This is an optimization exercise on Yosys and OpenROAD, whose aim is small area and a short achievable clock period, not a production implementation. Function was not checked in any run shown here: the RTL went through the layout flow alone.

==> flow/design.v, too long to show whole: its modules and the start of the top module <==
// module full_adder: 10 lines
// module final_adder: 422 lines
// module fp32_unpacker: 20 lines
// module fp32_aligner: 18 lines
// module wallace_tree_8_inputs: 507 lines
// module fp32_normalizer_rounder: 329 lines
// module fp32_packer: 14 lines
// module fp32_adder_tree_8_inputs: 84 lines
module fp32_adder_tree_8_inputs (
    input wire clk,
    input wire rst_n,
    input wire [127:0] dvr_fp32addtree8to1_s0,
    input wire [127:0] dvr_fp32addtree8to1_s1,
    input wire [2:0] cru_fp32addtree8to1,
    output wire [127:0] dr_fp32addtree8to1_d
);
  // ...
==> flow/flow/run.sh <==
#!/bin/bash
# Layout flow: ORFS, with two changes to its synthesis script and a setup
# margin for timing repair.
#  - synthesis: Yosys's generic synth step runs without its quick ABC pass, so
#    the full adders written in the RTL reach extract_fa as written (no
#    inverters around them); the final ABC mapping uses flow/abc.script.
#  - layout: standard steps; repair_timing aims at SETUP_SLACK_MARGIN; the
#    port buffers are the platform's smallest buffer.
# Each tool's output goes to ORFS's own logs (orfs/logs/...); make's output to flow.log.
set -euo pipefail
HERE=$(pwd)
FL=$HERE/flow
source $FL/params.sh
sed -e 's#^source \$::env(SCRIPTS_DIR)/synth_preamble.tcl#&\nset abc_args [lreplace $abc_args 1 1 '"$FL"'/abc.script]#' \
    -e 's#synth -top \$::env(DESIGN_NAME) -run fine: {\*}\$synth_full_args#& -noabc#' \
    $FLOW_HOME/scripts/synth.tcl > $HERE/my_synth.tcl
grep -q -- '-noabc' $HERE/my_synth.tcl
grep -q 'abc.script\]' $HERE/my_synth.tcl
sed -e "s#source \$::env(SCRIPTS_DIR)/synth.tcl#source $HERE/my_synth.tcl#" synth_recipe.tcl > my_synth_recipe.tcl
grep -q my_synth.tcl my_synth_recipe.tcl
sed -e "s#SYNTH_SCRIPT=[^ ]*#SYNTH_SCRIPT=$HERE/my_synth_recipe.tcl#" standard.sh > my_standard.sh
grep -q my_synth_recipe.tcl my_standard.sh
export SETUP_SLACK_MARGIN=$MARGIN
# every port still gets a buffer, the smallest one
export BUFFER_PORTS_ARGS="${PORTBUF:--buffer_cell sky130_fd_sc_hd__buf_1}"
bash my_standard.sh finish > flow.log 2>&1
==> flow/flow/abc.script <==
strash
dch
map -B 0.9
topo
stime -c
buffer -c
upsize -c
dnsize -c
==> flow/flow/params.sh <==
MARGIN=35
==> flow/standard.sh <==
#!/bin/bash
# synth_recipe.tcl (not shown) runs the flow's synth.tcl, then flattens the netlist and writes it again
# the make line also repeats each setting of config.mk as NAME=value (left out here)
make -C /OpenROAD-flow-scripts/flow DESIGN_CONFIG=/design/flow/config.mk WORK_HOME=/design/flow/orfs CLKGATE_MAP_FILE= SYNTH_SCRIPT=/design/flow/synth_recipe.tcl "${@:-finish}"
==> flow/config.mk <==
export PLATFORM = sky130hd
export DESIGN_NAME = fp32_adder_tree_8_inputs
export DESIGN_NICKNAME = fp32_adder_tree_8_inputs
export VERILOG_FILES = /design/flow/design.v
export SDC_FILE = /design/flow/constraint.sdc
export NUM_CORES = 8
export LEC_CHECK = 0
export ABC_AREA = 1
export CAP_MARGIN = 20
export CORE_MARGIN = 2
export CORE_UTILIZATION = 40
export SLEW_MARGIN = 20
==> flow/constraint.sdc <==
create_clock -name core_clock -period 64.0 [get_ports {clk}]
set_input_delay 12.8000 -clock core_clock [delete_from_list [all_inputs] [get_ports {clk}]]
set_output_delay 12.8000 -clock core_clock [all_outputs]
set_load 0.01 [all_outputs]
==> results.yml, run 1 <==
outcome:
  status: "complete, no violations"
worst_setup_path:
  path_max_fanout: 31
  cp.depth: 99
  cp-start-kind: "primary input"
  timing.critical_path.from: "dvr_fp32addtree8to1_s1[30]"
  worstPathBufferInverterCount: 17
logic_synthesis:
  async_flop_share: 1.00
  synth_common_cells: "nand2_1, o21ai_0, inv_1"
  synthSimpleGateAreaFrac: 0.360
  synth-seq-cells: 35
  synth-xor-area-share: 0.103
  synth_top_family_by_area: "simple AND/OR/NAND/NOR gates"
  synth_fa_ha_area_frac: 0.186
cts:
  cts_inserted_buffers: 5
  clockBufferDepth: 2
  clock-sinks: 35
  cts_resized: 139
  cts_htree_levels: 2
route:
  first_iter_violations: 3434
  highest_layer: "met5"
  via_per_inst: 5.61
final_layout:
  buf_share: 0.0877
  final_common_cell: "nand2_1"
  inverters: 607
  postLayoutCellArea_um2: 38200
  finish.utilization: 0.475
  multi_input_area_share: 0.784
  top_regs: "sum_q (32), seg_q (2), valid_q (1)"
floorplanning:
  die_w_um: 289
  tap_cells: 1060
  initial_core_util: 0.404
timing:
  finalSetupViolCount: 0
  relSlewSlack: 0.231
  fin_ws_ns: 35.83
  hold_violations: 0
global_route:
  use_met3: 0.0457
  grt_util_met1: 0.418
  antenna_found_initial: 14
  busiest_layer: "met2"
  grt_use_met2: 0.535
==> module final_adder, before the edit <==
module final_adder (
    input  wire [35:0] a,
    input  wire [35:0] b,
    output wire [35:0] sum
);
    wire [35:0] s;
    wire fa_1 = a[0] & b[0];
    wire fa_2 = a[1] & b[1];
    wire fa_3 = a[2] & b[2];
    wire fa_4 = a[3] & b[3];
    wire fa_5 = a[4] & b[4];
    wire fa_6 = a[5] & b[5];
    wire fa_7 = a[6] & b[6];
    wire fa_8 = a[7] & b[7];
    wire fa_9 = a[8] & b[8];
    wire fa_10 = a[9] & b[9];
    wire fa_11 = a[10] & b[10];
    wire fa_12 = a[11] & b[11];
    wire fa_13 = a[12] & b[12];
    wire fa_14 = a[13] & b[13];
    wire fa_15 = a[14] & b[14];
    wire fa_16 = a[15] & b[15];
    wire fa_17 = a[16] & b[16];
    wire fa_18 = a[17] & b[17];
    wire fa_19 = a[18] & b[18];
    wire fa_20 = a[19] & b[19];
    wire fa_21 = a[20] & b[20];
    wire fa_22 = a[21] & b[21];
    wire fa_23 = a[22] & b[22];
    wire fa_24 = a[23] & b[23];
    wire fa_25 = a[24] & b[24];
    wire fa_26 = a[25] & b[25];
    wire fa_27 = a[26] & b[26];
    wire fa_28 = a[27] & b[27];
    wire fa_29 = a[28] & b[28];
    wire fa_30 = a[29] & b[29];
    wire fa_31 = a[30] & b[30];
    wire fa_32 = a[31] & b[31];
    wire fa_33 = a[32] & b[32];
    wire fa_34 = a[33] & b[33];
    wire fa_35 = a[34] & b[34];
    wire fa_36 = a[35] & b[35];
    wire fa_37 = a[0] ^ b[0];
    wire fa_38 = a[1] ^ b[1];
    wire fa_39 = a[2] ^ b[2];
    wire fa_40 = a[3] ^ b[3];
    wire fa_41 = a[4] ^ b[4];
    wire fa_42 = a[5] ^ b[5];
    wire fa_43 = a[6] ^ b[6];
    wire fa_44 = a[7] ^ b[7];
    wire fa_45 = a[8] ^ b[8];
    wire fa_46 = a[9] ^ b[9];
    wire fa_47 = a[10] ^ b[10];
    wire fa_48 = a[11] ^ b[11];
    wire fa_49 = a[12] ^ b[12];
    wire fa_50 = a[13] ^ b[13];
    wire fa_51 = a[14] ^ b[14];
    wire fa_52 = a[15] ^ b[15];
    wire fa_53 = a[16] ^ b[16];
    wire fa_54 = a[17] ^ b[17];
    wire fa_55 = a[18] ^ b[18];
    wire fa_56 = a[19] ^ b[19];
    wire fa_57 = a[20] ^ b[20];
    wire fa_58 = a[21] ^ b[21];
    wire fa_59 = a[22] ^ b[22];
    wire fa_60 = a[23] ^ b[23];
    wire fa_61 = a[24] ^ b[24];
    wire fa_62 = a[25] ^ b[25];
    wire fa_63 = a[26] ^ b[26];
    wire fa_64 = a[27] ^ b[27];
    wire fa_65 = a[28] ^ b[28];
    wire fa_66 = a[29] ^ b[29];
    wire fa_67 = a[30] ^ b[30];
    wire fa_68 = a[31] ^ b[31];
    wire fa_69 = a[32] ^ b[32];
    wire fa_70 = a[33] ^ b[33];
    wire fa_71 = a[34] ^ b[34];
    wire fa_72 = a[35] ^ b[35];
    wire fa_73 = fa_2 | (fa_38 & fa_1);
    wire fa_74 = fa_38 & fa_37;
    wire fa_75 = fa_3 | (fa_39 & fa_2);
    wire fa_76 = fa_39 & fa_38;
    wire fa_77 = fa_4 | (fa_40 & fa_3);
    wire fa_78 = fa_40 & fa_39;
    wire fa_79 = fa_5 | (fa_41 & fa_4);
    wire fa_80 = fa_41 & fa_40;
    wire fa_81 = fa_6 | (fa_42 & fa_5);
    wire fa_82 = fa_42 & fa_41;
    wire fa_83 = fa_7 | (fa_43 & fa_6);
    wire fa_84 = fa_43 & fa_42;
    wire fa_85 = fa_8 | (fa_44 & fa_7);
    wire fa_86 = fa_44 & fa_43;
    wire fa_87 = fa_9 | (fa_45 & fa_8);
    wire fa_88 = fa_45 & fa_44;
    wire fa_89 = fa_10 | (fa_46 & fa_9);
    wire fa_90 = fa_46 & fa_45;
    wire fa_91 = fa_11 | (fa_47 & fa_10);
    wire fa_92 = fa_47 & fa_46;
    wire fa_93 = fa_12 | (fa_48 & fa_11);
    wire fa_94 = fa_48 & fa_47;
    wire fa_95 = fa_13 | (fa_49 & fa_12);
    wire fa_96 = fa_49 & fa_48;
    wire fa_97 = fa_14 | (fa_50 & fa_13);
    wire fa_98 = fa_50 & fa_49;
    wire fa_99 = fa_15 | (fa_51 & fa_14);
    wire fa_100 = fa_51 & fa_50;
    wire fa_101 = fa_16 | (fa_52 & fa_15);
    wire fa_102 = fa_52 & fa_51;
    wire fa_103 = fa_17 | (fa_53 & fa_16);
    wire fa_104 = fa_53 & fa_52;
    wire fa_105 = fa_18 | (fa_54 & fa_17);
    wire fa_106 = fa_54 & fa_53;
    wire fa_107 = fa_19 | (fa_55 & fa_18);
    wire fa_108 = fa_55 & fa_54;
    wire fa_109 = fa_20 | (fa_56 & fa_19);
    wire fa_110 = fa_56 & fa_55;
    wire fa_111 = fa_21 | (fa_57 & fa_20);
    wire fa_112 = fa_57 & fa_56;
    wire fa_113 = fa_22 | (fa_58 & fa_21);
    wire fa_114 = fa_58 & fa_57;
    wire fa_115 = fa_23 | (fa_59 & fa_22);
    wire fa_116 = fa_59 & fa_58;
    wire fa_117 = fa_24 | (fa_60 & fa_23);
    wire fa_118 = fa_60 & fa_59;
    wire fa_119 = fa_25 | (fa_61 & fa_24);
    wire fa_120 = fa_61 & fa_60;
    wire fa_121 = fa_26 | (fa_62 & fa_25);
    wire fa_122 = fa_62 & fa_61;
    wire fa_123 = fa_27 | (fa_63 & fa_26);
    wire fa_124 = fa_63 & fa_62;
    wire fa_125 = fa_28 | (fa_64 & fa_27);
    wire fa_126 = fa_64 & fa_63;
    wire fa_127 = fa_29 | (fa_65 & fa_28);
    wire fa_128 = fa_65 & fa_64;
    wire fa_129 = fa_30 | (fa_66 & fa_29);
    wire fa_130 = fa_66 & fa_65;
    wire fa_131 = fa_31 | (fa_67 & fa_30);
    wire fa_132 = fa_67 & fa_66;
    wire fa_133 = fa_32 | (fa_68 & fa_31);
    wire fa_134 = fa_68 & fa_67;
    wire fa_135 = fa_33 | (fa_69 & fa_32);
    wire fa_136 = fa_69 & fa_68;
    wire fa_137 = fa_34 | (fa_70 & fa_33);
    wire fa_138 = fa_70 & fa_69;
    wire fa_139 = fa_35 | (fa_71 & fa_34);
    wire fa_140 = fa_71 & fa_70;
    wire fa_141 = fa_36 | (fa_72 & fa_35);
    wire fa_142 = fa_72 & fa_71;
    wire fa_143 = fa_75 | (fa_76 & fa_1);
    wire fa_144 = fa_76 & fa_37;
    wire fa_145 = fa_77 | (fa_78 & fa_73);
    wire fa_146 = fa_78 & fa_74;
    wire fa_147 = fa_79 | (fa_80 & fa_75);
    wire fa_148 = fa_80 & fa_76;
    wire fa_149 = fa_81 | (fa_82 & fa_77);
    wire fa_150 = fa_82 & fa_78;
    wire fa_151 = fa_83 | (fa_84 & fa_79);
    wire fa_152 = fa_84 & fa_80;
    wire fa_153 = fa_85 | (fa_86 & fa_81);
    wire fa_154 = fa_86 & fa_82;
    wire fa_155 = fa_87 | (fa_88 & fa_83);
    wire fa_156 = fa_88 & fa_84;
    wire fa_157 = fa_89 | (fa_90 & fa_85);
    wire fa_158 = fa_90 & fa_86;
    wire fa_159 = fa_91 | (fa_92 & fa_87);
    wire fa_160 = fa_92 & fa_88;
    wire fa_161 = fa_93 | (fa_94 & fa_89);
    wire fa_162 = fa_94 & fa_90;
    wire fa_163 = fa_95 | (fa_96 & fa_91);
    wire fa_164 = fa_96 & fa_92;
    wire fa_165 = fa_97 | (fa_98 & fa_93);
    wire fa_166 = fa_98 & fa_94;
    wire fa_167 = fa_99 | (fa_100 & fa_95);
    wire fa_168 = fa_100 & fa_96;
    wire fa_169 = fa_101 | (fa_102 & fa_97);
    wire fa_170 = fa_102 & fa_98;
    wire fa_171 = fa_103 | (fa_104 & fa_99);
    wire fa_172 = fa_104 & fa_100;
    wire fa_173 = fa_105 | (fa_106 & fa_101);
    wire fa_174 = fa_106 & fa_102;
    wire fa_175 = fa_107 | (fa_108 & fa_103);
    wire fa_176 = fa_108 & fa_104;
    wire fa_177 = fa_109 | (fa_110 & fa_105);
    wire fa_178 = fa_110 & fa_106;
    wire fa_179 = fa_111 | (fa_112 & fa_107);
    wire fa_180 = fa_112 & fa_108;
    wire fa_181 = fa_113 | (fa_114 & fa_109);
    wire fa_182 = fa_114 & fa_110;
    wire fa_183 = fa_115 | (fa_116 & fa_111);
    wire fa_184 = fa_116 & fa_112;
    wire fa_185 = fa_117 | (fa_118 & fa_113);
    wire fa_186 = fa_118 & fa_114;
    wire fa_187 = fa_119 | (fa_120 & fa_115);
    wire fa_188 = fa_120 & fa_116;
    wire fa_189 = fa_121 | (fa_122 & fa_117);
    wire fa_190 = fa_122 & fa_118;
    wire fa_191 = fa_123 | (fa_124 & fa_119);
    wire fa_192 = fa_124 & fa_120;
    wire fa_193 = fa_125 | (fa_126 & fa_121);
    wire fa_194 = fa_126 & fa_122;
    wire fa_195 = fa_127 | (fa_128 & fa_123);
    wire fa_196 = fa_128 & fa_124;
    wire fa_197 = fa_129 | (fa_130 & fa_125);
    wire fa_198 = fa_130 & fa_126;
    wire fa_199 = fa_131 | (fa_132 & fa_127);
    wire fa_200 = fa_132 & fa_128;
    wire fa_201 = fa_133 | (fa_134 & fa_129);
    wire fa_202 = fa_134 & fa_130;
    wire fa_203 = fa_135 | (fa_136 & fa_131);
    wire fa_204 = fa_136 & fa_132;
    wire fa_205 = fa_137 | (fa_138 & fa_133);
    wire fa_206 = fa_138 & fa_134;
    wire fa_207 = fa_139 | (fa_140 & fa_135);
    wire fa_208 = fa_140 & fa_136;
    wire fa_209 = fa_141 | (fa_142 & fa_137);
    wire fa_210 = fa_142 & fa_138;
    wire fa_211 = fa_147 | (fa_148 & fa_1);
    wire fa_212 = fa_148 & fa_37;
    wire fa_213 = fa_149 | (fa_150 & fa_73);
    wire fa_214 = fa_150 & fa_74;
    wire fa_215 = fa_151 | (fa_152 & fa_143);
    wire fa_216 = fa_152 & fa_144;
    wire fa_217 = fa_153 | (fa_154 & fa_145);
    wire fa_218 = fa_154 & fa_146;
    wire fa_219 = fa_155 | (fa_156 & fa_147);
    wire fa_220 = fa_156 & fa_148;
    wire fa_221 = fa_157 | (fa_158 & fa_149);
    wire fa_222 = fa_158 & fa_150;
    wire fa_223 = fa_159 | (fa_160 & fa_151);
    wire fa_224 = fa_160 & fa_152;
    wire fa_225 = fa_161 | (fa_162 & fa_153);
    wire fa_226 = fa_162 & fa_154;
    wire fa_227 = fa_163 | (fa_164 & fa_155);
    wire fa_228 = fa_164 & fa_156;
    wire fa_229 = fa_165 | (fa_166 & fa_157);
    wire fa_230 = fa_166 & fa_158;
    wire fa_231 = fa_167 | (fa_168 & fa_159);
    wire fa_232 = fa_168 & fa_160;
    wire fa_233 = fa_169 | (fa_170 & fa_161);
    wire fa_234 = fa_170 & fa_162;
    wire fa_235 = fa_171 | (fa_172 & fa_163);
    wire fa_236 = fa_172 & fa_164;
    wire fa_237 = fa_173 | (fa_174 & fa_165);
    wire fa_238 = fa_174 & fa_166;
    wire fa_239 = fa_175 | (fa_176 & fa_167);
    wire fa_240 = fa_176 & fa_168;
    wire fa_241 = fa_177 | (fa_178 & fa_169);
    wire fa_242 = fa_178 & fa_170;
    wire fa_243 = fa_179 | (fa_180 & fa_171);
    wire fa_244 = fa_180 & fa_172;
    wire fa_245 = fa_181 | (fa_182 & fa_173);
    wire fa_246 = fa_182 & fa_174;
    wire fa_247 = fa_183 | (fa_184 & fa_175);
    wire fa_248 = fa_184 & fa_176;
    wire fa_249 = fa_185 | (fa_186 & fa_177);
    wire fa_250 = fa_186 & fa_178;
    wire fa_251 = fa_187 | (fa_188 & fa_179);
    wire fa_252 = fa_188 & fa_180;
    wire fa_253 = fa_189 | (fa_190 & fa_181);
    wire fa_254 = fa_190 & fa_182;
    wire fa_255 = fa_191 | (fa_192 & fa_183);
    wire fa_256 = fa_192 & fa_184;
    wire fa_257 = fa_193 | (fa_194 & fa_185);
    wire fa_258 = fa_194 & fa_186;
    wire fa_259 = fa_195 | (fa_196 & fa_187);
    wire fa_260 = fa_196 & fa_188;
    wire fa_261 = fa_197 | (fa_198 & fa_189);
    wire fa_262 = fa_198 & fa_190;
    wire fa_263 = fa_199 | (fa_200 & fa_191);
    wire fa_264 = fa_200 & fa_192;
    wire fa_265 = fa_201 | (fa_202 & fa_193);
    wire fa_266 = fa_202 & fa_194;
    wire fa_267 = fa_203 | (fa_204 & fa_195);
    wire fa_268 = fa_204 & fa_196;
    wire fa_269 = fa_205 | (fa_206 & fa_197);
    wire fa_270 = fa_206 & fa_198;
    wire fa_271 = fa_207 | (fa_208 & fa_199);
    wire fa_272 = fa_208 & fa_200;
    wire fa_273 = fa_209 | (fa_210 & fa_201);
    wire fa_274 = fa_210 & fa_202;
    wire fa_275 = fa_219 | (fa_220 & fa_1);
    wire fa_276 = fa_220 & fa_37;
    wire fa_277 = fa_221 | (fa_222 & fa_73);
    wire fa_278 = fa_222 & fa_74;
    wire fa_279 = fa_223 | (fa_224 & fa_143);
    wire fa_280 = fa_224 & fa_144;
    wire fa_281 = fa_225 | (fa_226 & fa_145);
    wire fa_282 = fa_226 & fa_146;
    wire fa_283 = fa_227 | (fa_228 & fa_211);
    wire fa_284 = fa_228 & fa_212;
    wire fa_285 = fa_229 | (fa_230 & fa_213);
    wire fa_286 = fa_230 & fa_214;
    wire fa_287 = fa_231 | (fa_232 & fa_215);
    wire fa_288 = fa_232 & fa_216;
    wire fa_289 = fa_233 | (fa_234 & fa_217);
    wire fa_290 = fa_234 & fa_218;
    wire fa_291 = fa_235 | (fa_236 & fa_219);
    wire fa_292 = fa_236 & fa_220;
    wire fa_293 = fa_237 | (fa_238 & fa_221);
    wire fa_294 = fa_238 & fa_222;
    wire fa_295 = fa_239 | (fa_240 & fa_223);
    wire fa_296 = fa_240 & fa_224;
    wire fa_297 = fa_241 | (fa_242 & fa_225);
    wire fa_298 = fa_242 & fa_226;
    wire fa_299 = fa_243 | (fa_244 & fa_227);
    wire fa_300 = fa_244 & fa_228;
    wire fa_301 = fa_245 | (fa_246 & fa_229);
    wire fa_302 = fa_246 & fa_230;
    wire fa_303 = fa_247 | (fa_248 & fa_231);
    wire fa_304 = fa_248 & fa_232;
    wire fa_305 = fa_249 | (fa_250 & fa_233);
    wire fa_306 = fa_250 & fa_234;
    wire fa_307 = fa_251 | (fa_252 & fa_235);
    wire fa_308 = fa_252 & fa_236;
    wire fa_309 = fa_253 | (fa_254 & fa_237);
    wire fa_310 = fa_254 & fa_238;
    wire fa_311 = fa_255 | (fa_256 & fa_239);
    wire fa_312 = fa_256 & fa_240;
    wire fa_313 = fa_257 | (fa_258 & fa_241);
    wire fa_314 = fa_258 & fa_242;
    wire fa_315 = fa_259 | (fa_260 & fa_243);
    wire fa_316 = fa_260 & fa_244;
    wire fa_317 = fa_261 | (fa_262 & fa_245);
    wire fa_318 = fa_262 & fa_246;
    wire fa_319 = fa_263 | (fa_264 & fa_247);
    wire fa_320 = fa_264 & fa_248;
    wire fa_321 = fa_265 | (fa_266 & fa_249);
    wire fa_322 = fa_266 & fa_250;
    wire fa_323 = fa_267 | (fa_268 & fa_251);
    wire fa_324 = fa_268 & fa_252;
    wire fa_325 = fa_269 | (fa_270 & fa_253);
    wire fa_326 = fa_270 & fa_254;
    wire fa_327 = fa_271 | (fa_272 & fa_255);
    wire fa_328 = fa_272 & fa_256;
    wire fa_329 = fa_273 | (fa_274 & fa_257);
    wire fa_330 = fa_274 & fa_258;
    wire fa_331 = fa_291 | (fa_292 & fa_1);
    wire fa_332 = fa_292 & fa_37;
    wire fa_333 = fa_293 | (fa_294 & fa_73);
    wire fa_334 = fa_294 & fa_74;
    wire fa_335 = fa_295 | (fa_296 & fa_143);
    wire fa_336 = fa_296 & fa_144;
    wire fa_337 = fa_297 | (fa_298 & fa_145);
    wire fa_338 = fa_298 & fa_146;
    wire fa_339 = fa_299 | (fa_300 & fa_211);
    wire fa_340 = fa_300 & fa_212;
    wire fa_341 = fa_301 | (fa_302 & fa_213);
    wire fa_342 = fa_302 & fa_214;
    wire fa_343 = fa_303 | (fa_304 & fa_215);
    wire fa_344 = fa_304 & fa_216;
    wire fa_345 = fa_305 | (fa_306 & fa_217);
    wire fa_346 = fa_306 & fa_218;
    wire fa_347 = fa_307 | (fa_308 & fa_275);
    wire fa_348 = fa_308 & fa_276;
    wire fa_349 = fa_309 | (fa_310 & fa_277);
    wire fa_350 = fa_310 & fa_278;
    wire fa_351 = fa_311 | (fa_312 & fa_279);
    wire fa_352 = fa_312 & fa_280;
    wire fa_353 = fa_313 | (fa_314 & fa_281);
    wire fa_354 = fa_314 & fa_282;
    wire fa_355 = fa_315 | (fa_316 & fa_283);
    wire fa_356 = fa_316 & fa_284;
    wire fa_357 = fa_317 | (fa_318 & fa_285);
    wire fa_358 = fa_318 & fa_286;
    wire fa_359 = fa_319 | (fa_320 & fa_287);
    wire fa_360 = fa_320 & fa_288;
    wire fa_361 = fa_321 | (fa_322 & fa_289);
    wire fa_362 = fa_322 & fa_290;
    wire fa_363 = fa_323 | (fa_324 & fa_291);
    wire fa_364 = fa_324 & fa_292;
    wire fa_365 = fa_325 | (fa_326 & fa_293);
    wire fa_366 = fa_326 & fa_294;
    wire fa_367 = fa_327 | (fa_328 & fa_295);
    wire fa_368 = fa_328 & fa_296;
    wire fa_369 = fa_329 | (fa_330 & fa_297);
    wire fa_370 = fa_330 & fa_298;
    wire fa_371 = fa_363 | (fa_364 & fa_1);
    wire fa_372 = fa_364 & fa_37;
    wire fa_373 = fa_365 | (fa_366 & fa_73);
    wire fa_374 = fa_366 & fa_74;
    wire fa_375 = fa_367 | (fa_368 & fa_143);
    wire fa_376 = fa_368 & fa_144;
    wire fa_377 = fa_369 | (fa_370 & fa_145);
    wire fa_378 = fa_370 & fa_146;
    assign s[0] = fa_37 ^ fa_377;
    assign s[1] = fa_38 ^ (fa_1 | (fa_37 & fa_377));
    assign s[2] = fa_39 ^ (fa_73 | (fa_74 & fa_377));
    assign s[3] = fa_40 ^ (fa_143 | (fa_144 & fa_377));
    assign s[4] = fa_41 ^ (fa_145 | (fa_146 & fa_377));
    assign s[5] = fa_42 ^ (fa_211 | (fa_212 & fa_377));
    assign s[6] = fa_43 ^ (fa_213 | (fa_214 & fa_377));
    assign s[7] = fa_44 ^ (fa_215 | (fa_216 & fa_377));
    assign s[8] = fa_45 ^ (fa_217 | (fa_218 & fa_377));
    assign s[9] = fa_46 ^ (fa_275 | (fa_276 & fa_377));
    assign s[10] = fa_47 ^ (fa_277 | (fa_278 & fa_377));
    assign s[11] = fa_48 ^ (fa_279 | (fa_280 & fa_377));
    assign s[12] = fa_49 ^ (fa_281 | (fa_282 & fa_377));
    assign s[13] = fa_50 ^ (fa_283 | (fa_284 & fa_377));
    assign s[14] = fa_51 ^ (fa_285 | (fa_286 & fa_377));
    assign s[15] = fa_52 ^ (fa_287 | (fa_288 & fa_377));
    assign s[16] = fa_53 ^ (fa_289 | (fa_290 & fa_377));
    assign s[17] = fa_54 ^ (fa_331 | (fa_332 & fa_377));
    assign s[18] = fa_55 ^ (fa_333 | (fa_334 & fa_377));
    assign s[19] = fa_56 ^ (fa_335 | (fa_336 & fa_377));
    assign s[20] = fa_57 ^ (fa_337 | (fa_338 & fa_377));
    assign s[21] = fa_58 ^ (fa_339 | (fa_340 & fa_377));
    assign s[22] = fa_59 ^ (fa_341 | (fa_342 & fa_377));
    assign s[23] = fa_60 ^ (fa_343 | (fa_344 & fa_377));
    assign s[24] = fa_61 ^ (fa_345 | (fa_346 & fa_377));
    assign s[25] = fa_62 ^ (fa_347 | (fa_348 & fa_377));
    assign s[26] = fa_63 ^ (fa_349 | (fa_350 & fa_377));
    assign s[27] = fa_64 ^ (fa_351 | (fa_352 & fa_377));
    assign s[28] = fa_65 ^ (fa_353 | (fa_354 & fa_377));
    assign s[29] = fa_66 ^ (fa_355 | (fa_356 & fa_377));
    assign s[30] = fa_67 ^ (fa_357 | (fa_358 & fa_377));
    assign s[31] = fa_68 ^ (fa_359 | (fa_360 & fa_377));
    assign s[32] = fa_69 ^ (fa_361 | (fa_362 & fa_377));
    assign s[33] = fa_70 ^ (fa_371 | (fa_372 & fa_377));
    assign s[34] = fa_71 ^ (fa_373 | (fa_374 & fa_377));
    assign s[35] = fa_72 ^ (fa_375 | (fa_376 & fa_377));
    assign sum = s;
endmodule
==> module fp32_normalizer_rounder, before the edit <==
module fp32_normalizer_rounder (
    input  wire [34:0] mag,
    input  wire [7:0]  exp_in,      
    output wire [30:0] res,         
    output wire        overflow
);
    wire [31:0] lim = (exp_in <= 8'd32) ? (32'd1 << (6'd32 - exp_in[5:0])) : 32'd0;
    wire [63:0] lzv = {mag | {3'b000, lim}, 1'b1, 28'b0};
    wire lz_z0_0 = ~lzv[63];
    wire lz_z0_1 = ~lzv[62];
    wire lz_z0_2 = ~lzv[61];
    wire lz_z0_3 = ~lzv[60];
    wire lz_z0_4 = ~lzv[59];
    wire lz_z0_5 = ~lzv[58];
    wire lz_z0_6 = ~lzv[57];
    wire lz_z0_7 = ~lzv[56];
    wire lz_z0_8 = ~lzv[55];
    wire lz_z0_9 = ~lzv[54];
    wire lz_z0_10 = ~lzv[53];
    wire lz_z0_11 = ~lzv[52];
    wire lz_z0_12 = ~lzv[51];
    wire lz_z0_13 = ~lzv[50];
    wire lz_z0_14 = ~lzv[49];
    wire lz_z0_15 = ~lzv[48];
    wire lz_z0_16 = ~lzv[47];
    wire lz_z0_17 = ~lzv[46];
    wire lz_z0_18 = ~lzv[45];
    wire lz_z0_19 = ~lzv[44];
    wire lz_z0_20 = ~lzv[43];
    wire lz_z0_21 = ~lzv[42];
    wire lz_z0_22 = ~lzv[41];
    wire lz_z0_23 = ~lzv[40];
    wire lz_z0_24 = ~lzv[39];
    wire lz_z0_25 = ~lzv[38];
    wire lz_z0_26 = ~lzv[37];
    wire lz_z0_27 = ~lzv[36];
    wire lz_z0_28 = ~lzv[35];
    wire lz_z0_29 = ~lzv[34];
    wire lz_z0_30 = ~lzv[33];
    wire lz_z0_31 = ~lzv[32];
    wire lz_z0_32 = ~lzv[31];
    wire lz_z0_33 = ~lzv[30];
    wire lz_z0_34 = ~lzv[29];
    wire lz_z0_35 = ~lzv[28];
    wire lz_z0_36 = ~lzv[27];
    wire lz_z0_37 = ~lzv[26];
    wire lz_z0_38 = ~lzv[25];
    wire lz_z0_39 = ~lzv[24];
    wire lz_z0_40 = ~lzv[23];
    wire lz_z0_41 = ~lzv[22];
    wire lz_z0_42 = ~lzv[21];
    wire lz_z0_43 = ~lzv[20];
    wire lz_z0_44 = ~lzv[19];
    wire lz_z0_45 = ~lzv[18];
    wire lz_z0_46 = ~lzv[17];
    wire lz_z0_47 = ~lzv[16];
    wire lz_z0_48 = ~lzv[15];
    wire lz_z0_49 = ~lzv[14];
    wire lz_z0_50 = ~lzv[13];
    wire lz_z0_51 = ~lzv[12];
    wire lz_z0_52 = ~lzv[11];
    wire lz_z0_53 = ~lzv[10];
    wire lz_z0_54 = ~lzv[9];
    wire lz_z0_55 = ~lzv[8];
    wire lz_z0_56 = ~lzv[7];
    wire lz_z0_57 = ~lzv[6];
    wire lz_z0_58 = ~lzv[5];
    wire lz_z0_59 = ~lzv[4];
    wire lz_z0_60 = ~lzv[3];
    wire lz_z0_61 = ~lzv[2];
    wire lz_z0_62 = ~lzv[1];
    wire lz_z0_63 = ~lzv[0];
    wire lz_z1_0 = lz_z0_0 & lz_z0_1;
    wire [0:0] lz_c1_0 = lz_z0_0;
    wire lz_z1_1 = lz_z0_2 & lz_z0_3;
    wire [0:0] lz_c1_1 = lz_z0_2;
    wire lz_z1_2 = lz_z0_4 & lz_z0_5;
    wire [0:0] lz_c1_2 = lz_z0_4;
    wire lz_z1_3 = lz_z0_6 & lz_z0_7;
    wire [0:0] lz_c1_3 = lz_z0_6;
    wire lz_z1_4 = lz_z0_8 & lz_z0_9;
    wire [0:0] lz_c1_4 = lz_z0_8;
    wire lz_z1_5 = lz_z0_10 & lz_z0_11;
    wire [0:0] lz_c1_5 = lz_z0_10;
    wire lz_z1_6 = lz_z0_12 & lz_z0_13;
    wire [0:0] lz_c1_6 = lz_z0_12;
    wire lz_z1_7 = lz_z0_14 & lz_z0_15;
    wire [0:0] lz_c1_7 = lz_z0_14;
    wire lz_z1_8 = lz_z0_16 & lz_z0_17;
    wire [0:0] lz_c1_8 = lz_z0_16;
    wire lz_z1_9 = lz_z0_18 & lz_z0_19;
    wire [0:0] lz_c1_9 = lz_z0_18;
    wire lz_z1_10 = lz_z0_20 & lz_z0_21;
    wire [0:0] lz_c1_10 = lz_z0_20;
    wire lz_z1_11 = lz_z0_22 & lz_z0_23;
    wire [0:0] lz_c1_11 = lz_z0_22;
    wire lz_z1_12 = lz_z0_24 & lz_z0_25;
    wire [0:0] lz_c1_12 = lz_z0_24;
    wire lz_z1_13 = lz_z0_26 & lz_z0_27;
    wire [0:0] lz_c1_13 = lz_z0_26;
    wire lz_z1_14 = lz_z0_28 & lz_z0_29;
    wire [0:0] lz_c1_14 = lz_z0_28;
    wire lz_z1_15 = lz_z0_30 & lz_z0_31;
    wire [0:0] lz_c1_15 = lz_z0_30;
    wire lz_z1_16 = lz_z0_32 & lz_z0_33;
    wire [0:0] lz_c1_16 = lz_z0_32;
    wire lz_z1_17 = lz_z0_34 & lz_z0_35;
    wire [0:0] lz_c1_17 = lz_z0_34;
    wire lz_z1_18 = lz_z0_36 & lz_z0_37;
    wire [0:0] lz_c1_18 = lz_z0_36;
    wire lz_z1_19 = lz_z0_38 & lz_z0_39;
    wire [0:0] lz_c1_19 = lz_z0_38;
    wire lz_z1_20 = lz_z0_40 & lz_z0_41;
    wire [0:0] lz_c1_20 = lz_z0_40;
    wire lz_z1_21 = lz_z0_42 & lz_z0_43;
    wire [0:0] lz_c1_21 = lz_z0_42;
    wire lz_z1_22 = lz_z0_44 & lz_z0_45;
    wire [0:0] lz_c1_22 = lz_z0_44;
    wire lz_z1_23 = lz_z0_46 & lz_z0_47;
    wire [0:0] lz_c1_23 = lz_z0_46;
    wire lz_z1_24 = lz_z0_48 & lz_z0_49;
    wire [0:0] lz_c1_24 = lz_z0_48;
    wire lz_z1_25 = lz_z0_50 & lz_z0_51;
    wire [0:0] lz_c1_25 = lz_z0_50;
    wire lz_z1_26 = lz_z0_52 & lz_z0_53;
    wire [0:0] lz_c1_26 = lz_z0_52;
    wire lz_z1_27 = lz_z0_54 & lz_z0_55;
    wire [0:0] lz_c1_27 = lz_z0_54;
    wire lz_z1_28 = lz_z0_56 & lz_z0_57;
    wire [0:0] lz_c1_28 = lz_z0_56;
    wire lz_z1_29 = lz_z0_58 & lz_z0_59;
    wire [0:0] lz_c1_29 = lz_z0_58;
    wire lz_z1_30 = lz_z0_60 & lz_z0_61;
    wire [0:0] lz_c1_30 = lz_z0_60;
    wire lz_z1_31 = lz_z0_62 & lz_z0_63;
    wire [0:0] lz_c1_31 = lz_z0_62;
    wire lz_z2_0 = lz_z1_0 & lz_z1_1;
    wire [1:0] lz_c2_0 = lz_z1_0 ? {1'b1, lz_c1_1} : {1'b0, lz_c1_0};
    wire lz_z2_1 = lz_z1_2 & lz_z1_3;
    wire [1:0] lz_c2_1 = lz_z1_2 ? {1'b1, lz_c1_3} : {1'b0, lz_c1_2};
    wire lz_z2_2 = lz_z1_4 & lz_z1_5;
    wire [1:0] lz_c2_2 = lz_z1_4 ? {1'b1, lz_c1_5} : {1'b0, lz_c1_4};
    wire lz_z2_3 = lz_z1_6 & lz_z1_7;
    wire [1:0] lz_c2_3 = lz_z1_6 ? {1'b1, lz_c1_7} : {1'b0, lz_c1_6};
    wire lz_z2_4 = lz_z1_8 & lz_z1_9;
    wire [1:0] lz_c2_4 = lz_z1_8 ? {1'b1, lz_c1_9} : {1'b0, lz_c1_8};
    wire lz_z2_5 = lz_z1_10 & lz_z1_11;
    wire [1:0] lz_c2_5 = lz_z1_10 ? {1'b1, lz_c1_11} : {1'b0, lz_c1_10};
    wire lz_z2_6 = lz_z1_12 & lz_z1_13;
    wire [1:0] lz_c2_6 = lz_z1_12 ? {1'b1, lz_c1_13} : {1'b0, lz_c1_12};
    wire lz_z2_7 = lz_z1_14 & lz_z1_15;
    wire [1:0] lz_c2_7 = lz_z1_14 ? {1'b1, lz_c1_15} : {1'b0, lz_c1_14};
    wire lz_z2_8 = lz_z1_16 & lz_z1_17;
    wire [1:0] lz_c2_8 = lz_z1_16 ? {1'b1, lz_c1_17} : {1'b0, lz_c1_16};
    wire lz_z2_9 = lz_z1_18 & lz_z1_19;
    wire [1:0] lz_c2_9 = lz_z1_18 ? {1'b1, lz_c1_19} : {1'b0, lz_c1_18};
    wire lz_z2_10 = lz_z1_20 & lz_z1_21;
    wire [1:0] lz_c2_10 = lz_z1_20 ? {1'b1, lz_c1_21} : {1'b0, lz_c1_20};
    wire lz_z2_11 = lz_z1_22 & lz_z1_23;
    wire [1:0] lz_c2_11 = lz_z1_22 ? {1'b1, lz_c1_23} : {1'b0, lz_c1_22};
    wire lz_z2_12 = lz_z1_24 & lz_z1_25;
    wire [1:0] lz_c2_12 = lz_z1_24 ? {1'b1, lz_c1_25} : {1'b0, lz_c1_24};
    wire lz_z2_13 = lz_z1_26 & lz_z1_27;
    wire [1:0] lz_c2_13 = lz_z1_26 ? {1'b1, lz_c1_27} : {1'b0, lz_c1_26};
    wire lz_z2_14 = lz_z1_28 & lz_z1_29;
    wire [1:0] lz_c2_14 = lz_z1_28 ? {1'b1, lz_c1_29} : {1'b0, lz_c1_28};
    wire lz_z2_15 = lz_z1_30 & lz_z1_31;
    wire [1:0] lz_c2_15 = lz_z1_30 ? {1'b1, lz_c1_31} : {1'b0, lz_c1_30};
    wire lz_z3_0 = lz_z2_0 & lz_z2_1;
    wire [2:0] lz_c3_0 = lz_z2_0 ? {1'b1, lz_c2_1} : {1'b0, lz_c2_0};
    wire lz_z3_1 = lz_z2_2 & lz_z2_3;
    wire [2:0] lz_c3_1 = lz_z2_2 ? {1'b1, lz_c2_3} : {1'b0, lz_c2_2};
    wire lz_z3_2 = lz_z2_4 & lz_z2_5;
    wire [2:0] lz_c3_2 = lz_z2_4 ? {1'b1, lz_c2_5} : {1'b0, lz_c2_4};
    wire lz_z3_3 = lz_z2_6 & lz_z2_7;
    wire [2:0] lz_c3_3 = lz_z2_6 ? {1'b1, lz_c2_7} : {1'b0, lz_c2_6};
    wire lz_z3_4 = lz_z2_8 & lz_z2_9;
    wire [2:0] lz_c3_4 = lz_z2_8 ? {1'b1, lz_c2_9} : {1'b0, lz_c2_8};
    wire lz_z3_5 = lz_z2_10 & lz_z2_11;
    wire [2:0] lz_c3_5 = lz_z2_10 ? {1'b1, lz_c2_11} : {1'b0, lz_c2_10};
    wire lz_z3_6 = lz_z2_12 & lz_z2_13;
    wire [2:0] lz_c3_6 = lz_z2_12 ? {1'b1, lz_c2_13} : {1'b0, lz_c2_12};
    wire lz_z3_7 = lz_z2_14 & lz_z2_15;
    wire [2:0] lz_c3_7 = lz_z2_14 ? {1'b1, lz_c2_15} : {1'b0, lz_c2_14};
    wire lz_z4_0 = lz_z3_0 & lz_z3_1;
    wire [3:0] lz_c4_0 = lz_z3_0 ? {1'b1, lz_c3_1} : {1'b0, lz_c3_0};
    wire lz_z4_1 = lz_z3_2 & lz_z3_3;
    wire [3:0] lz_c4_1 = lz_z3_2 ? {1'b1, lz_c3_3} : {1'b0, lz_c3_2};
    wire lz_z4_2 = lz_z3_4 & lz_z3_5;
    wire [3:0] lz_c4_2 = lz_z3_4 ? {1'b1, lz_c3_5} : {1'b0, lz_c3_4};
    wire lz_z4_3 = lz_z3_6 & lz_z3_7;
    wire [3:0] lz_c4_3 = lz_z3_6 ? {1'b1, lz_c3_7} : {1'b0, lz_c3_6};
    wire lz_z5_0 = lz_z4_0 & lz_z4_1;
    wire [4:0] lz_c5_0 = lz_z4_0 ? {1'b1, lz_c4_1} : {1'b0, lz_c4_0};
    wire lz_z5_1 = lz_z4_2 & lz_z4_3;
    wire [4:0] lz_c5_1 = lz_z4_2 ? {1'b1, lz_c4_3} : {1'b0, lz_c4_2};
    wire lz_z6_0 = lz_z5_0 & lz_z5_1;
    wire [5:0] lz_c6_0 = lz_z5_0 ? {1'b1, lz_c5_1} : {1'b0, lz_c5_0};
    wire [5:0] sh = lz_c6_0;
    wire [34:0] n1 = sh[5] ? {mag[2:0], 32'b0} : mag;
    wire [34:0] n2 = sh[4] ? {n1[18:0], 16'b0} : n1;
    wire [34:0] n3 = sh[3] ? {n2[26:0], 8'b0} : n2;
    wire [34:0] n4 = sh[2] ? {n3[30:0], 4'b0} : n3;
    wire [34:0] n5 = sh[1] ? {n4[32:0], 2'b0} : n4;
    wire [34:0] nn = sh[0] ? {n5[33:0], 1'b0} : n5;
    wire normal = nn[34];
    wire g = nn[10];
    wire r = nn[9];
    wire st = |(mag[8:0] & (9'h1ff >> sh));
    wire rnd = g & (r | st | nn[11]);
    wire [8:0] x3 = {1'b0, exp_in} + 9'd3 - {3'b0, sh};
    wire [8:0] x4 = {1'b0, exp_in} + 9'd4 - {3'b0, sh};
    wire ov3 = x3 >= 9'd255;
    wire ov4 = x4 >= 9'd255;
    wire [22:0] mr;
    wire [22:0] mant = nn[33:11];
    wire rn_1 = mant[1] & mant[0];
    wire rn_2 = mant[2] & mant[1];
    wire rn_3 = mant[3] & mant[2];
    wire rn_4 = mant[4] & mant[3];
    wire rn_5 = mant[5] & mant[4];
    wire rn_6 = mant[6] & mant[5];
    wire rn_7 = mant[7] & mant[6];
    wire rn_8 = mant[8] & mant[7];
    wire rn_9 = mant[9] & mant[8];
    wire rn_10 = mant[10] & mant[9];
    wire rn_11 = mant[11] & mant[10];
    wire rn_12 = mant[12] & mant[11];
    wire rn_13 = mant[13] & mant[12];
    wire rn_14 = mant[14] & mant[13];
    wire rn_15 = mant[15] & mant[14];
    wire rn_16 = mant[16] & mant[15];
    wire rn_17 = mant[17] & mant[16];
    wire rn_18 = mant[18] & mant[17];
    wire rn_19 = mant[19] & mant[18];
    wire rn_20 = mant[20] & mant[19];
    wire rn_21 = mant[21] & mant[20];
    wire rn_22 = mant[22] & mant[21];
    wire rn_23 = rn_2 & mant[0];
    wire rn_24 = rn_3 & rn_1;
    wire rn_25 = rn_4 & rn_2;
    wire rn_26 = rn_5 & rn_3;
    wire rn_27 = rn_6 & rn_4;
    wire rn_28 = rn_7 & rn_5;
    wire rn_29 = rn_8 & rn_6;
    wire rn_30 = rn_9 & rn_7;
    wire rn_31 = rn_10 & rn_8;
    wire rn_32 = rn_11 & rn_9;
    wire rn_33 = rn_12 & rn_10;
    wire rn_34 = rn_13 & rn_11;
    wire rn_35 = rn_14 & rn_12;
    wire rn_36 = rn_15 & rn_13;
    wire rn_37 = rn_16 & rn_14;
    wire rn_38 = rn_17 & rn_15;
    wire rn_39 = rn_18 & rn_16;
    wire rn_40 = rn_19 & rn_17;
    wire rn_41 = rn_20 & rn_18;
    wire rn_42 = rn_21 & rn_19;
    wire rn_43 = rn_22 & rn_20;
    wire rn_44 = rn_25 & mant[0];
    wire rn_45 = rn_26 & rn_1;
    wire rn_46 = rn_27 & rn_23;
    wire rn_47 = rn_28 & rn_24;
    wire rn_48 = rn_29 & rn_25;
    wire rn_49 = rn_30 & rn_26;
    wire rn_50 = rn_31 & rn_27;
    wire rn_51 = rn_32 & rn_28;
    wire rn_52 = rn_33 & rn_29;
    wire rn_53 = rn_34 & rn_30;
    wire rn_54 = rn_35 & rn_31;
    wire rn_55 = rn_36 & rn_32;
    wire rn_56 = rn_37 & rn_33;
    wire rn_57 = rn_38 & rn_34;
    wire rn_58 = rn_39 & rn_35;
    wire rn_59 = rn_40 & rn_36;
    wire rn_60 = rn_41 & rn_37;
    wire rn_61 = rn_42 & rn_38;
    wire rn_62 = rn_43 & rn_39;
    wire rn_63 = rn_48 & mant[0];
    wire rn_64 = rn_49 & rn_1;
    wire rn_65 = rn_50 & rn_23;
    wire rn_66 = rn_51 & rn_24;
    wire rn_67 = rn_52 & rn_44;
    wire rn_68 = rn_53 & rn_45;
    wire rn_69 = rn_54 & rn_46;
    wire rn_70 = rn_55 & rn_47;
    wire rn_71 = rn_56 & rn_48;
    wire rn_72 = rn_57 & rn_49;
    wire rn_73 = rn_58 & rn_50;
    wire rn_74 = rn_59 & rn_51;
    wire rn_75 = rn_60 & rn_52;
    wire rn_76 = rn_61 & rn_53;
    wire rn_77 = rn_62 & rn_54;
    wire rn_78 = rn_71 & mant[0];
    wire rn_79 = rn_72 & rn_1;
    wire rn_80 = rn_73 & rn_23;
    wire rn_81 = rn_74 & rn_24;
    wire rn_82 = rn_75 & rn_44;
    wire rn_83 = rn_76 & rn_45;
    wire rn_84 = rn_77 & rn_46;
    assign mr[0] = mant[0] ^ rnd;
    assign mr[1] = mant[1] ^ (rnd & mant[0]);
    assign mr[2] = mant[2] ^ (rnd & rn_1);
    assign mr[3] = mant[3] ^ (rnd & rn_23);
    assign mr[4] = mant[4] ^ (rnd & rn_24);
    assign mr[5] = mant[5] ^ (rnd & rn_44);
    assign mr[6] = mant[6] ^ (rnd & rn_45);
    assign mr[7] = mant[7] ^ (rnd & rn_46);
    assign mr[8] = mant[8] ^ (rnd & rn_47);
    assign mr[9] = mant[9] ^ (rnd & rn_63);
    assign mr[10] = mant[10] ^ (rnd & rn_64);
    assign mr[11] = mant[11] ^ (rnd & rn_65);
    assign mr[12] = mant[12] ^ (rnd & rn_66);
    assign mr[13] = mant[13] ^ (rnd & rn_67);
    assign mr[14] = mant[14] ^ (rnd & rn_68);
    assign mr[15] = mant[15] ^ (rnd & rn_69);
    assign mr[16] = mant[16] ^ (rnd & rn_70);
    assign mr[17] = mant[17] ^ (rnd & rn_78);
    assign mr[18] = mant[18] ^ (rnd & rn_79);
    assign mr[19] = mant[19] ^ (rnd & rn_80);
    assign mr[20] = mant[20] ^ (rnd & rn_81);
    assign mr[21] = mant[21] ^ (rnd & rn_82);
    assign mr[22] = mant[22] ^ (rnd & rn_83);
    wire rn_85 = rnd & rn_84;
    wire cm = rn_85;
    wire [7:0] er = normal ? (cm ? x4[7:0] : x3[7:0]) : {7'b0, cm};
    assign overflow = normal & (cm ? ov4 : ov3);
    assign res = {er, mr};
endmodule
==> run 2: changes to the inputs <==
--- a/flow/design.v
+++ b/flow/design.v
@@ -392,42 +392,195 @@
     wire fa_376 = fa_368 & fa_144;
     wire fa_377 = fa_369 | (fa_370 & fa_145);
     wire fa_378 = fa_370 & fa_146;
+    wire fa_379 = fa_38 & fa_37;
+    wire fa_380 = fa_39 & fa_38;
+    wire fa_381 = fa_40 & fa_39;
+    wire fa_382 = fa_41 & fa_40;
+    wire fa_383 = fa_42 & fa_41;
+    wire fa_384 = fa_43 & fa_42;
+    wire fa_385 = fa_44 & fa_43;
+    wire fa_386 = fa_45 & fa_44;
+    wire fa_387 = fa_46 & fa_45;
+    wire fa_388 = fa_47 & fa_46;
+    wire fa_389 = fa_48 & fa_47;
+    wire fa_390 = fa_49 & fa_48;
+    wire fa_391 = fa_50 & fa_49;
+    wire fa_392 = fa_51 & fa_50;
+    wire fa_393 = fa_52 & fa_51;
+    wire fa_394 = fa_53 & fa_52;
+    wire fa_395 = fa_54 & fa_53;
+    wire fa_396 = fa_55 & fa_54;
+    wire fa_397 = fa_56 & fa_55;
+    wire fa_398 = fa_57 & fa_56;
+    wire fa_399 = fa_58 & fa_57;
+    wire fa_400 = fa_59 & fa_58;
+    wire fa_401 = fa_60 & fa_59;
+    wire fa_402 = fa_61 & fa_60;
+    wire fa_403 = fa_62 & fa_61;
+    wire fa_404 = fa_63 & fa_62;
+    wire fa_405 = fa_64 & fa_63;
+    wire fa_406 = fa_65 & fa_64;
+    wire fa_407 = fa_66 & fa_65;
+    wire fa_408 = fa_67 & fa_66;
+    wire fa_409 = fa_68 & fa_67;
+    wire fa_410 = fa_69 & fa_68;
+    wire fa_411 = fa_70 & fa_69;
+    wire fa_412 = fa_71 & fa_70;
+    wire fa_413 = fa_72 & fa_71;
+    wire fa_414 = fa_380 & fa_37;
+    wire fa_415 = fa_381 & fa_379;
+    wire fa_416 = fa_382 & fa_380;
+    wire fa_417 = fa_383 & fa_381;
+    wire fa_418 = fa_384 & fa_382;
+    wire fa_419 = fa_385 & fa_383;
+    wire fa_420 = fa_386 & fa_384;
+    wire fa_421 = fa_387 & fa_385;
+    wire fa_422 = fa_388 & fa_386;
+    wire fa_423 = fa_389 & fa_387;
+    wire fa_424 = fa_390 & fa_388;
+    wire fa_425 = fa_391 & fa_389;
+    wire fa_426 = fa_392 & fa_390;
+    wire fa_427 = fa_393 & fa_391;
+    wire fa_428 = fa_394 & fa_392;
+    wire fa_429 = fa_395 & fa_393;
+    wire fa_430 = fa_396 & fa_394;
+    wire fa_431 = fa_397 & fa_395;
+    wire fa_432 = fa_398 & fa_396;
+    wire fa_433 = fa_399 & fa_397;
+    wire fa_434 = fa_400 & fa_398;
+    wire fa_435 = fa_401 & fa_399;
+    wire fa_436 = fa_402 & fa_400;
+    wire fa_437 = fa_403 & fa_401;
+    wire fa_438 = fa_404 & fa_402;
+    wire fa_439 = fa_405 & fa_403;
+    wire fa_440 = fa_406 & fa_404;
+    wire fa_441 = fa_407 & fa_405;
+    wire fa_442 = fa_408 & fa_406;
+    wire fa_443 = fa_409 & fa_407;
+    wire fa_444 = fa_410 & fa_408;
+    wire fa_445 = fa_411 & fa_409;
+    wire fa_446 = fa_412 & fa_410;
+    wire fa_447 = fa_413 & fa_411;
+    wire fa_448 = fa_416 & fa_37;
+    wire fa_449 = fa_417 & fa_379;
+    wire fa_450 = fa_418 & fa_414;
+    wire fa_451 = fa_419 & fa_415;
+    wire fa_452 = fa_420 & fa_416;
+    wire fa_453 = fa_421 & fa_417;
+    wire fa_454 = fa_422 & fa_418;
+    wire fa_455 = fa_423 & fa_419;
+    wire fa_456 = fa_424 & fa_420;
+    wire fa_457 = fa_425 & fa_421;
+    wire fa_458 = fa_426 & fa_422;
+    wire fa_459 = fa_427 & fa_423;
+    wire fa_460 = fa_428 & fa_424;
+    wire fa_461 = fa_429 & fa_425;
+    wire fa_462 = fa_430 & fa_426;
+    wire fa_463 = fa_431 & fa_427;
+    wire fa_464 = fa_432 & fa_428;
+    wire fa_465 = fa_433 & fa_429;
+    wire fa_466 = fa_434 & fa_430;
+    wire fa_467 = fa_435 & fa_431;
+    wire fa_468 = fa_436 & fa_432;
+    wire fa_469 = fa_437 & fa_433;
+    wire fa_470 = fa_438 & fa_434;
+    wire fa_471 = fa_439 & fa_435;
+    wire fa_472 = fa_440 & fa_436;
+    wire fa_473 = fa_441 & fa_437;
+    wire fa_474 = fa_442 & fa_438;
+    wire fa_475 = fa_443 & fa_439;
+    wire fa_476 = fa_444 & fa_440;
+    wire fa_477 = fa_445 & fa_441;
+    wire fa_478 = fa_446 & fa_442;
+    wire fa_479 = fa_447 & fa_443;
+    wire fa_480 = fa_452 & fa_37;
+    wire fa_481 = fa_453 & fa_379;
+    wire fa_482 = fa_454 & fa_414;
+    wire fa_483 = fa_455 & fa_415;
+    wire fa_484 = fa_456 & fa_448;
+    wire fa_485 = fa_457 & fa_449;
+    wire fa_486 = fa_458 & fa_450;
+    wire fa_487 = fa_459 & fa_451;
+    wire fa_488 = fa_460 & fa_452;
+    wire fa_489 = fa_461 & fa_453;
+    wire fa_490 = fa_462 & fa_454;
+    wire fa_491 = fa_463 & fa_455;
+    wire fa_492 = fa_464 & fa_456;
+    wire fa_493 = fa_465 & fa_457;
+    wire fa_494 = fa_466 & fa_458;
+    wire fa_495 = fa_467 & fa_459;
+    wire fa_496 = fa_468 & fa_460;
+    wire fa_497 = fa_469 & fa_461;
+    wire fa_498 = fa_470 & fa_462;
+    wire fa_499 = fa_471 & fa_463;
+    wire fa_500 = fa_472 & fa_464;
+    wire fa_501 = fa_473 & fa_465;
+    wire fa_502 = fa_474 & fa_466;
+    wire fa_503 = fa_475 & fa_467;
+    wire fa_504 = fa_476 & fa_468;
+    wire fa_505 = fa_477 & fa_469;
+    wire fa_506 = fa_478 & fa_470;
+    wire fa_507 = fa_479 & fa_471;
+    wire fa_508 = fa_488 & fa_37;
+    wire fa_509 = fa_489 & fa_379;
+    wire fa_510 = fa_490 & fa_414;
+    wire fa_511 = fa_491 & fa_415;
+    wire fa_512 = fa_492 & fa_448;
+    wire fa_513 = fa_493 & fa_449;
+    wire fa_514 = fa_494 & fa_450;
+    wire fa_515 = fa_495 & fa_451;
+    wire fa_516 = fa_496 & fa_480;
+    wire fa_517 = fa_497 & fa_481;
+    wire fa_518 = fa_498 & fa_482;
+    wire fa_519 = fa_499 & fa_483;
+    wire fa_520 = fa_500 & fa_484;
+    wire fa_521 = fa_501 & fa_485;
+    wire fa_522 = fa_502 & fa_486;
+    wire fa_523 = fa_503 & fa_487;
+    wire fa_524 = fa_504 & fa_488;
+    wire fa_525 = fa_505 & fa_489;
+    wire fa_526 = fa_506 & fa_490;
+    wire fa_527 = fa_507 & fa_491;
+    wire fa_528 = fa_524 & fa_37;
+    wire fa_529 = fa_525 & fa_379;
+    wire fa_530 = fa_526 & fa_414;
+    wire fa_531 = fa_527 & fa_415;
     assign s[0] = fa_37 ^ fa_377;
     assign s[1] = fa_38 ^ (fa_1 | (fa_37 & fa_377));
-    assign s[2] = fa_39 ^ (fa_73 | (fa_74 & fa_377));
-    assign s[3] = fa_40 ^ (fa_143 | (fa_144 & fa_377));
-    assign s[4] = fa_41 ^ (fa_145 | (fa_146 & fa_377));
-    assign s[5] = fa_42 ^ (fa_211 | (fa_212 & fa_377));
-    assign s[6] = fa_43 ^ (fa_213 | (fa_214 & fa_377));
-    assign s[7] = fa_44 ^ (fa_215 | (fa_216 & fa_377));
-    assign s[8] = fa_45 ^ (fa_217 | (fa_218 & fa_377));
-    assign s[9] = fa_46 ^ (fa_275 | (fa_276 & fa_377));
-    assign s[10] = fa_47 ^ (fa_277 | (fa_278 & fa_377));
-    assign s[11] = fa_48 ^ (fa_279 | (fa_280 & fa_377));
-    assign s[12] = fa_49 ^ (fa_281 | (fa_282 & fa_377));
-    assign s[13] = fa_50 ^ (fa_283 | (fa_284 & fa_377));
-    assign s[14] = fa_51 ^ (fa_285 | (fa_286 & fa_377));
-    assign s[15] = fa_52 ^ (fa_287 | (fa_288 & fa_377));
-    assign s[16] = fa_53 ^ (fa_289 | (fa_290 & fa_377));
-    assign s[17] = fa_54 ^ (fa_331 | (fa_332 & fa_377));
-    assign s[18] = fa_55 ^ (fa_333 | (fa_334 & fa_377));
-    assign s[19] = fa_56 ^ (fa_335 | (fa_336 & fa_377));
-    assign s[20] = fa_57 ^ (fa_337 | (fa_338 & fa_377));
-    assign s[21] = fa_58 ^ (fa_339 | (fa_340 & fa_377));
-    assign s[22] = fa_59 ^ (fa_341 | (fa_342 & fa_377));
-    assign s[23] = fa_60 ^ (fa_343 | (fa_344 & fa_377));
-    assign s[24] = fa_61 ^ (fa_345 | (fa_346 & fa_377));
-    assign s[25] = fa_62 ^ (fa_347 | (fa_348 & fa_377));
-    assign s[26] = fa_63 ^ (fa_349 | (fa_350 & fa_377));
-    assign s[27] = fa_64 ^ (fa_351 | (fa_352 & fa_377));
-    assign s[28] = fa_65 ^ (fa_353 | (fa_354 & fa_377));
-    assign s[29] = fa_66 ^ (fa_355 | (fa_356 & fa_377));
-    assign s[30] = fa_67 ^ (fa_357 | (fa_358 & fa_377));
-    assign s[31] = fa_68 ^ (fa_359 | (fa_360 & fa_377));
-    assign s[32] = fa_69 ^ (fa_361 | (fa_362 & fa_377));
-    assign s[33] = fa_70 ^ (fa_371 | (fa_372 & fa_377));
-    assign s[34] = fa_71 ^ (fa_373 | (fa_374 & fa_377));
-    assign s[35] = fa_72 ^ (fa_375 | (fa_376 & fa_377));
+    assign s[2] = fa_39 ^ (fa_73 | (fa_379 & fa_377));
+    assign s[3] = fa_40 ^ (fa_143 | (fa_414 & fa_377));
+    assign s[4] = fa_41 ^ (fa_145 | (fa_415 & fa_377));
+    assign s[5] = fa_42 ^ (fa_211 | (fa_448 & fa_377));
+    assign s[6] = fa_43 ^ (fa_213 | (fa_449 & fa_377));
+    assign s[7] = fa_44 ^ (fa_215 | (fa_450 & fa_377));
+    assign s[8] = fa_45 ^ (fa_217 | (fa_451 & fa_377));
+    assign s[9] = fa_46 ^ (fa_275 | (fa_480 & fa_377));
+    assign s[10] = fa_47 ^ (fa_277 | (fa_481 & fa_377));
+    assign s[11] = fa_48 ^ (fa_279 | (fa_482 & fa_377));
+    assign s[12] = fa_49 ^ (fa_281 | (fa_483 & fa_377));
+    assign s[13] = fa_50 ^ (fa_283 | (fa_484 & fa_377));
+    assign s[14] = fa_51 ^ (fa_285 | (fa_485 & fa_377));
+    assign s[15] = fa_52 ^ (fa_287 | (fa_486 & fa_377));
+    assign s[16] = fa_53 ^ (fa_289 | (fa_487 & fa_377));
+    assign s[17] = fa_54 ^ (fa_331 | (fa_508 & fa_377));
+    assign s[18] = fa_55 ^ (fa_333 | (fa_509 & fa_377));
+    assign s[19] = fa_56 ^ (fa_335 | (fa_510 & fa_377));
+    assign s[20] = fa_57 ^ (fa_337 | (fa_511 & fa_377));
+    assign s[21] = fa_58 ^ (fa_339 | (fa_512 & fa_377));
+    assign s[22] = fa_59 ^ (fa_341 | (fa_513 & fa_377));
+    assign s[23] = fa_60 ^ (fa_343 | (fa_514 & fa_377));
+    assign s[24] = fa_61 ^ (fa_345 | (fa_515 & fa_377));
+    assign s[25] = fa_62 ^ (fa_347 | (fa_516 & fa_377));
+    assign s[26] = fa_63 ^ (fa_349 | (fa_517 & fa_377));
+    assign s[27] = fa_64 ^ (fa_351 | (fa_518 & fa_377));
+    assign s[28] = fa_65 ^ (fa_353 | (fa_519 & fa_377));
+    assign s[29] = fa_66 ^ (fa_355 | (fa_520 & fa_377));
+    assign s[30] = fa_67 ^ (fa_357 | (fa_521 & fa_377));
+    assign s[31] = fa_68 ^ (fa_359 | (fa_522 & fa_377));
+    assign s[32] = fa_69 ^ (fa_361 | (fa_523 & fa_377));
+    assign s[33] = fa_70 ^ (fa_371 | (fa_528 & fa_377));
+    assign s[34] = fa_71 ^ (fa_373 | (fa_529 & fa_377));
+    assign s[35] = fa_72 ^ (fa_375 | (fa_530 & fa_377));
     assign sum = s;
 endmodule
 module fp32_unpacker (
@@ -1183,7 +1336,7 @@
     wire normal = nn[34];
     wire g = nn[10];
     wire r = nn[9];
-    wire st = |(mag[8:0] & (9'h1ff >> sh));
+    wire st = |nn[8:0];
     wire rnd = g & (r | st | nn[11]);
     wire [8:0] x3 = {1'b0, exp_in} + 9'd3 - {3'b0, sh};
     wire [8:0] x4 = {1'b0, exp_in} + 9'd4 - {3'b0, sh};
==> flow/flow/params.sh (replaced) <==
MARGIN=33
==> run 2 against run 1 <==
  * Still clean on timing, DRC and antenna
  * Sequential share of layout area increased by 0.16 points
  * First-iteration DRC count grew 11%
  * Synthesized cell count grew 1.0%
  * Cell count is 1.4% lower
  * Largest cell class unchanged
  * Highest routed layer unchanged
==> results.yml, run 2 <==
route:
  via_per_inst: 5.57
  dr.pass1.iters: 6
  wl_um: 141000
  ant_nets: 0
  vias: 37803
  first_iter_violations: 3803
  drc: 0
  wl_per_cell_um: 20.8
logic_synthesis:
  synth_edf_count: 0
  synth-compound-area-share: 0.168
  synthSimpleGateAreaFrac: 0.365
  synth_most_common_cell: "nand2_1"
  synth-xor-area-share: 0.100
  synth-seq-cells: 35
  yosysTopAreaCellShare: 0.168
  synth_seq_area_share: 0.0267
  postSynthAreaPerCell_um2: 5.97
  synth_common_cells: "nand2_1, o21ai_0, inv_1"
  ys_types: 68
  synth_top_family_by_area: "simple AND/OR/NAND/NOR gates"
  yosys_warnings: 1
  synth_mux_area_frac: 0.0485
  synthesis.area_um2: 32800
  synth_fa_ha_area_frac: 0.184
  synthCells: 5494
  synth_nets: 6113
  async_flop_share: 1.00
  post-synth-top-area-cell: "nand2_1"
  ys.flop_type: "dfrtp_1"
  synthTopCellsByArea: "nand2_1, fa_1, xor2_1, o21ai_0, inv_1"
cts:
  cts_htree_levels: 2
  clock-sinks: 35
  clockBufferDepth: 2
  cts_tree: "built"
  clk_pin_slew_ns: 0.06
  cts_inserted_buffers: 5
  cts-root-buf: "clkbuf_16"
floorplanning:
  die-area_um2: 84300
  initial_core_util: 0.402
  die_w_um: 290
  ios: 389
  core_um2: 81600
  rows: 105
  die_h_um: 290
outcome:
  status: "complete, no violations"
final_layout:
  largest_reg_flops: 32
  final_common_cell: "nand2_1"
  postLayoutCellArea_um2: 35700
  layout_common_cells: "nand2_1, o21ai_0, inv_1"
  area_delta_synth_final_pct: 8.77
  num-nets-final: 6326
  regMostFlops: "sum_q"
  n_fill_cell: 9017
  top_regs: "sum_q (32), seg_q (2), valid_q (1)"
  finish.utilization: 0.437
  layout-drive-gt1-share: 0.0674
  multi_input_area_um2: 28800
  seqCellArea_um2: 876
global_route:
  grt_max_degree: 48
  antenna_found_initial: 13
  grt_pass1_vias: 34690
  grt_pass1_wl_um: 208000
  gr-usage-all-layers: 0.318
  globalRouteOverflowTotal: 0
worst_setup_path:
  cp_common_cell: "nand2_1"
  worstPathArrival_ns: 29.98
  crit_slowest_cell: "fa_1"
  max_stage_delay_ns: 0.58
  cp_top_family: "simple AND/OR/NAND/NOR gates"
  cp-start-kind: "primary input"
  worstPathBufferInverterCount: 11
  path_class: "in2reg"
  end_kind: "flop"
  worstPathRequired_ns: 64.16
  cp.depth: 98
  path_max_fanout: 35
timing:
  fin_crit_ns: 29.82
  hold_violations: 0
  finalMaxSlewViolations: 0
  fin_hold_ws_ns: 12.61
  min_period_over_period: 0.466
  fin_ws_ns: 34.18
  finalSetupViolCount: 0
  max_freq_ghz: 0.0335
  rsz0062_at_grt: "no"
  tightest_slew_ns: 1.28
  relSlewSlack: 0.144
  tns_ns: 0
placed_design:
  dp_slack_ns: 32.06
  dp_hpwl_um: 121000
  port_buffers: 388
  routabilityCongestion: 1.08
  dpl_cell_area_um2: 34900
worst_hold_path:
  min_path_type: "in2async"
job:
  drv_cap: 0
==> run 2: final cells by class <==
class / instances / share of cell area
multi-input combinational: 4578 / 0.806
sequential: 35 / 0.0245
inverter: 613 / 0.0671
timing repair buffer: 466 / 0.0585
timing repair inverter: 8 / 0.00147
antenna: 4 / 0.000280
clock inverter: 2 / 0.000982
clock buffer: 6 / 0.00389
tap: 1070 / 0.0375
==> run 2: worst max-delay path by stage <==
stage	slack [ns]	end	startpoint
finish	34.18	sum_q[0]$_DFF_PN0_	dvr_fp32addtree8to1_s1[40]
global route	32.97	sum_q[0]$_DFF_PN0_	dvr_fp32addtree8to1_s1[40]
CTS	33.05	sum_q[0]$_DFF_PN0_	dvr_fp32addtree8to1_s1[40]
detailed placement	32.06	sum_q[0]$_DFF_PN0_	dvr_fp32addtree8to1_s1[40]
global placement	32.32	sum_q[1]$_DFF_PN0_	dvr_fp32addtree8to1_s1[40]
floorplan	36.75	sum_q[12]$_DFF_PN0_	dvr_fp32addtree8to1_s1[71]
==> run 2: through the flow <==
step,cells
2_1_floorplan,5494
3_3_place_gp,6731
3_5_place_dp,6731
4_1_cts,6740
5_1_grt,6780
6_report,6782
==> run 2: timing repair <==
| item | 4_1_cts | 5_1_grt |
|---|---|---|
| endpoints found under the setup margin | 31 | 31 |
| pin swaps | 0 | 7 |
| buffers inserted | 0 | 27 |
| cloned | 1 | 11 |
| resized for setup | 11 | 77 |
| hold buffers | 0 | 0 |
==> run 2: cell families (layout without fill, tap and decap cells) <==
family          after synthesis  count (layout)
compound gates              979             979
xor+xnor                    373             375
fa+ha+maj                   358             358
buf+inv                     884            1095
flops                        35              35
mux                         159             159
other cells                   0               4
simple gates               2706            2707
==> run 2: per-layer routing <==
layer / track usage / wire length (µm)
met1: 0.412 / 59300
met2: 0.524 / 63700
met3: 0.0310 / 9870
met4: 0.167 / 8500
met5: 0 / 61

## port drivers added, routing unchanged
The results above use ideal ports. As a check the final layouts listed here were re-extracted and re-timed, cells and wires unchanged. Step 1, drivers: a clkbuf_16 drives clk and a buf_2 each remaining input, both assumed. Step 2, shift: input delay + t, output delay - t, t = (earliest + latest rising clock arrival at the registers) / 2. This alone moves slack from input paths to output paths. a / b / c = no drivers / after step 1 / after step 2; a / b = the first two.
run | shift t [ns] | setup WS [ns] | worst setup path after step 2
run 1 | 0.315 | 35.827 / 35.843 / 35.528 | input to register
run 2 | 0.325 | 34.179 / 34.187 / 33.862 | input to register
After both steps setup and hold are still met in every run listed. The setup slack of run 2, which loses most, moves by +0.008 ns with the drivers and by -0.317 ns with both steps.
